What follows belongs to an exercise in optimizing a design on an open flow for small area, a short achievable clock period and few clock cycles per item; a production flow would make more cautious choices.
At most, simulation tests tie the RTL to the original design; equivalence was not proved.

// boothsalgo
module boothsalgo(clock, reset, signal_in, mcand, mplier, product, done_signal, addOP, subOP);
    input clock, reset, signal_in;
    input signed [31:0] mcand;
    input signed [31:0] mplier;
    output reg signed [63:0] product;
    output reg done_signal;
    output reg [4:0] addOP;
    reg m31;              
    output reg [4:0] subOP;
    reg [31:0] X;         
    reg [31:0] L;         
    reg [31:0] H;         
    reg        busy;
    reg [3:0] sel;    
    reg [3:0] sel_n;  
    reg [1:0] idx;   
    wire mcand_fit1 = (~|mcand[31:7]) | (&mcand[31:7]);
    wire mcand_fit2 = (~|mcand[31:15]) | (&mcand[31:15]);
    wire mcand_fit3 = (~|mcand[31:23]) | (&mcand[31:23]);
    wire [1:0] n_mcand = mcand_fit1 ? 2'd0 : (mcand_fit2 ? 2'd1 : (mcand_fit3 ? 2'd2 : (3)));
    wire mplier_fit1 = (~|mplier[31:7]) | (&mplier[31:7]);
    wire mplier_fit2 = (~|mplier[31:15]) | (&mplier[31:15]);
    wire mplier_fit3 = (~|mplier[31:23]) | (&mplier[31:23]);
    wire [1:0] n_mplier = mplier_fit1 ? 2'd0 : (mplier_fit2 ? 2'd1 : (mplier_fit3 ? 2'd2 : (3)));
    wire swap = n_mcand < n_mplier;
    wire [8:0] ys = {swap ? mcand[7:0] : mplier[7:0], 1'b0};
    wire [8:0] yn = L[15:7];
    wire [33:0] xe = {{2{X[31]}}, X};
    wire [33:0] x2 = {X[31], X, 1'b0};
    reg one0_a, two0_a, one0_b, two0_b;    
    reg neg0, neg0_n;
    wire ones0 = ys[0] ^ ys[1];
    wire twos0 = (ys[2] & ~ys[1] & ~ys[0]) | (~ys[2] & ys[1] & ys[0]);
    wire onen0 = yn[0] ^ yn[1];
    wire twon0 = (yn[2] & ~yn[1] & ~yn[0]) | (~yn[2] & yn[1] & yn[0]);
    wire [33:0] pp0 = {(({17{~one0_b}} & xe[33:17]) | ({17{~two0_b}} & x2[33:17])) ^ {17{~neg0_n}},
                         (({17{~one0_a}} & xe[16:0]) | ({17{~two0_a}} & x2[16:0])) ^ {17{neg0}}};
    reg one1_a, two1_a, one1_b, two1_b;    
    reg neg1, neg1_n;
    wire ones1 = ys[2] ^ ys[3];
    wire twos1 = (ys[4] & ~ys[3] & ~ys[2]) | (~ys[4] & ys[3] & ys[2]);
    wire onen1 = yn[2] ^ yn[3];
    wire twon1 = (yn[4] & ~yn[3] & ~yn[2]) | (~yn[4] & yn[3] & yn[2]);
    wire [33:0] pp1 = {(({17{~one1_b}} & xe[33:17]) | ({17{~two1_b}} & x2[33:17])) ^ {17{~neg1_n}},
                         (({17{~one1_a}} & xe[16:0]) | ({17{~two1_a}} & x2[16:0])) ^ {17{neg1}}};
    reg one2_a, two2_a, one2_b, two2_b;    
    reg neg2, neg2_n;
  ...
For scale: about 2100 cells after synthesis, ~150 flip-flops, about 140 I/O pins, about 16000 um2 of cells after synthesis.
Settings: LEC_CHECK=0, ABC_AREA=1, CAP_MARGIN=20, CORE_MARGIN=2, CORE_UTILIZATION=40, SETUP_SLACK_MARGIN=2.0, SLEW_MARGIN=20; clock period 6.5 ns.
run.sh (not shown) runs the stock make flow with config.mk's settings and CLKGATE_MAP_FILE= SYNTH_SCRIPT=/design/flow/synth_recipe.tcl, a recipe that flattens the netlist after the stock synthesis.
Change:
--- a/flow/design.v
+++ b/flow/design.v
@@ -1,22 +1,23 @@
 module boothsalgo(clock, reset, signal_in, mcand, mplier, product, done_signal, addOP, subOP);
     input clock, reset, signal_in;
     input signed [31:0] mcand;
     input signed [31:0] mplier;
     output reg signed [63:0] product;
     output reg done_signal;
     output reg [4:0] addOP;
     reg m31;              
     output reg [4:0] subOP;
-    reg [31:0] X;         
+    reg [31:0] Xn;        
+    wire [31:0] X = ~Xn;
     reg [31:0] L;         
     reg [31:0] H;         
     reg        busy;
     reg [3:0] sel;    
     reg [3:0] sel_n;  
     reg [1:0] idx;   
     wire mcand_fit1 = (~|mcand[31:7]) | (&mcand[31:7]);
     wire mcand_fit2 = (~|mcand[31:15]) | (&mcand[31:15]);
     wire mcand_fit3 = (~|mcand[31:23]) | (&mcand[31:23]);
     wire [1:0] n_mcand = mcand_fit1 ? 2'd0 : (mcand_fit2 ? 2'd1 : (mcand_fit3 ? 2'd2 : (3)));
     wire mplier_fit1 = (~|mplier[31:7]) | (&mplier[31:7]);
     wire mplier_fit2 = (~|mplier[31:15]) | (&mplier[31:15]);
@@ -690,25 +691,25 @@
     assign pc11 = pc4 ^ pc5 ^ gcnt[11];
     assign pc12 = (pc4 & pc5) | (pc4 & gcnt[11]) | (pc5 & gcnt[11]);
     wire [4:0] nsub = {1'b0, pc12, pc10, pc8, pc7} + {1'b0, pc6, pc11, pc9, gcnt[9]};
     wire [63:0] al0 = $signed({H, L}) >>> 24;
     wire [63:0] al1 = $signed({H, L}) >>> 16;
     wire [63:0] al2 = $signed({H, L}) >>> 8;
     wire [63:0] al3 = $signed({H, L}) >>> 0;
     always @(posedge clock) begin
         if (reset) begin
             busy <= 1'b0;
             done_signal <= 1'b0;
         end else if (signal_in) begin
-            X <= swap ? mplier : mcand;
+            Xn <= ~(swap ? mplier : mcand);
             L <= swap ? mcand : mplier;
             sel <= 4'd1 << (swap ? n_mcand : n_mplier);
             sel_n <= ~(4'd1 << (swap ? n_mcand : n_mplier));
             H <= 32'd0;
             idx <= 2'd0;
             busy <= 1'b1;
             done_signal <= 1'b0;
             m31 <= mplier[31];
         end else if (busy) begin
             if (idx == 2'd0) subOP <= nsub;
             H <= sum[39:8];
             L <= {sum[7:0], L[31:8]};
Outcome:
- The new run passed the timing, DRC and antenna checks
- setup slack got worse by 19 ps
- routed wire length rose by about 2.4%
- die area barely changes
- global-route usage rose by 0.21 points
- worst hold slack got worse by 21 ps
- non-clock buffer count rose by 50
- utilization rose by 0.68 points
- flip-flop and latch count does not change
- synthesized cell count fell by about 1.2%
- final area rose by 1.4%
No run of this note included a check of the RTL's function; only the layout flow was run.

---

== run B ==
boothsalgo, a different RTL version from the one above (not shown whole).
For scale: roughly 2,100 cells after synthesis, roughly 150 flip-flops, roughly 16,000 µm² of cells after synthesis.
Settings: LEC_CHECK=0, ABC_AREA=1, CAP_MARGIN=20, CORE_MARGIN=2, CORE_UTILIZATION=40, SETUP_SLACK_MARGIN=2.0, SLEW_MARGIN=20; clock period 6.5 ns.
Having completed the whole flow, run B delivered a layout that passed the timing, DRC and antenna checks.
Testbench counts of run B, summed over its fixed seeds: cycles 8,914, mults 3,200.
Edits applied to the flow inputs when going from run B to run E:
--- a/flow/design.v
+++ b/flow/design.v
@@ -5,20 +5,19 @@
     output reg signed [63:0] product;
     output reg done_signal;
     output reg [4:0] addOP;
     reg m31;              
     output reg [4:0] subOP;
     reg [31:0] X;         
     reg [31:0] L;         
     reg [31:0] H;         
     reg        busy;
-    reg [3:0] sel;    
-    reg [3:0] sel_n;  
+    reg [1:0] nch;   
     reg [1:0] idx;   
     wire mcand_fit1 = (~|mcand[31:7]) | (&mcand[31:7]);
     wire mcand_fit2 = (~|mcand[31:15]) | (&mcand[31:15]);
     wire mcand_fit3 = (~|mcand[31:23]) | (&mcand[31:23]);
     wire [1:0] n_mcand = mcand_fit1 ? 2'd0 : (mcand_fit2 ? 2'd1 : (mcand_fit3 ? 2'd2 : (3)));
     wire mplier_fit1 = (~|mplier[31:7]) | (&mplier[31:7]);
     wire mplier_fit2 = (~|mplier[31:15]) | (&mplier[31:15]);
     wire mplier_fit3 = (~|mplier[31:23]) | (&mplier[31:23]);
     wire [1:0] n_mplier = mplier_fit1 ? 2'd0 : (mplier_fit2 ? 2'd1 : (mplier_fit3 ? 2'd2 : (3)));
@@ -676,51 +675,44 @@
     assign pc5 = gcnt[2] ^ gcnt[5] ^ gcnt[8];
     assign pc6 = (gcnt[2] & gcnt[5]) | (gcnt[2] & gcnt[8]) | (gcnt[5] & gcnt[8]);
     assign pc7 = pc1 ^ gcnt[6];
     assign pc8 = pc1 & gcnt[6];
     assign pc9 = pc2 ^ pc3 ^ gcnt[10];
     assign pc10 = (pc2 & pc3) | (pc2 & gcnt[10]) | (pc3 & gcnt[10]);
     assign pc11 = pc4 ^ pc5 ^ gcnt[11];
     assign pc12 = (pc4 & pc5) | (pc4 & gcnt[11]) | (pc5 & gcnt[11]);
     wire [4:0] nsub = {1'b0, pc12, pc10, pc8, pc7} + {1'b0, pc6, pc11, pc9, gcnt[9]};
-    wire [63:0] al0 = $signed({H, L}) >>> 24;
-    wire [63:0] al1 = $signed({H, L}) >>> 16;
-    wire [63:0] al2 = $signed({H, L}) >>> 8;
-    wire [63:0] al3 = $signed({H, L}) >>> 0;
     always @(posedge clock) begin
         if (reset) begin
             busy <= 1'b0;
             done_signal <= 1'b0;
         end else if (signal_in) begin
             X <= swap ? mplier : mcand;
             L <= swap ? mcand : mplier;
-            sel <= 4'd1 << (swap ? n_mcand : n_mplier);
-            sel_n <= ~(4'd1 << (swap ? n_mcand : n_mplier));
+            nch <= swap ? n_mcand : n_mplier;
             H <= 32'd0;
             idx <= 2'd0;
             busy <= 1'b1;
             done_signal <= 1'b0;
             m31 <= mplier[31];
         end else if (busy) begin
             if (idx == 2'd0) subOP <= nsub;
             H <= sum[39:8];
             L <= {sum[7:0], L[31:8]};
             idx <= idx + 1'b1;
-            if (sel[idx]) begin
+            if (idx == nch) begin
                 busy <= 1'b0;
                 done_signal <= 1'b1;
             end
         end
     end
     always @(*) begin
         addOP = subOP - {4'd0, m31};
-        product = 64'd0;
-        product[31:0] = product[31:0] | ({32{sel[0]}} & al0[31:0]);
-        product[63:32] = product[63:32] | ({32{~sel_n[0]}} & al0[63:32]);
-        product[31:0] = product[31:0] | ({32{sel[1]}} & al1[31:0]);
-        product[63:32] = product[63:32] | ({32{~sel_n[1]}} & al1[63:32]);
-        product[31:0] = product[31:0] | ({32{sel[2]}} & al2[31:0]);
-        product[63:32] = product[63:32] | ({32{~sel_n[2]}} & al2[63:32]);
-        product[31:0] = product[31:0] | ({32{sel[3]}} & al3[31:0]);
-        product[63:32] = product[63:32] | ({32{~sel_n[3]}} & al3[63:32]);
+        case (nch)
+            2'd0: product = $signed({H, L}) >>> 24;
+            2'd1: product = $signed({H, L}) >>> 16;
+            2'd2: product = $signed({H, L}) >>> 8;
+            2'd3: product = $signed({H, L}) >>> 0;
+            default: product = 64'sd0;
+        endcase
     end
 endmodule
Notes after the runs:
Summary of the comparison: via count of the first global-routing pass is higher in run E, relative to run B. Run E went all the way through synthesis, placement and routing and the layout is clean on timing, DRC and antenna. [run E vs run B] global-route usage over all layers: higher in run E. Between run E and run B, the half-perimeter wire length of the detailed placement result is higher for run E. Run E: clock network latency to the later pin of the worst-skew pair 30 ps below run B. Run E ended up with a lower average cell area after synthesis than run B did.
No functional check of the RTL was part of run E.

## re-timing with driven ports
Ports are ideal in the flow. The routed layouts listed here were re-timed in OpenROAD.
Step 1: set_driving_cell puts a clkbuf_16 on clock and a buf_2 on each other input, an assumption about the parent block.
Step 2, shift: input delay + t, output delay - t, t = (earliest + latest rising clock arrival at the registers) / 2. This alone moves slack from input paths to output paths.
Slacks: ideal / step 1 / step 2; pairs: ideal / step 1.
run | shift t [ns] | slack for setup (ns) | cell pins on the clock port's net
the first run of note 1 | 0.508 | 2.040 / 1.987 / 1.803 | 1
the second run of note 1 | 0.506 | 2.020 / 1.966 / 1.719 | 1
run B | 0.519 | 2.117 / 2.089 / 1.695 | 1
run E | 0.497 | 1.998 / 1.945 / 1.812 | 1
After both steps every run listed still meets setup and hold. The setup slack of run B, which loses most, moves by -0.028 ns with the drivers and by -0.422 ns with both steps.
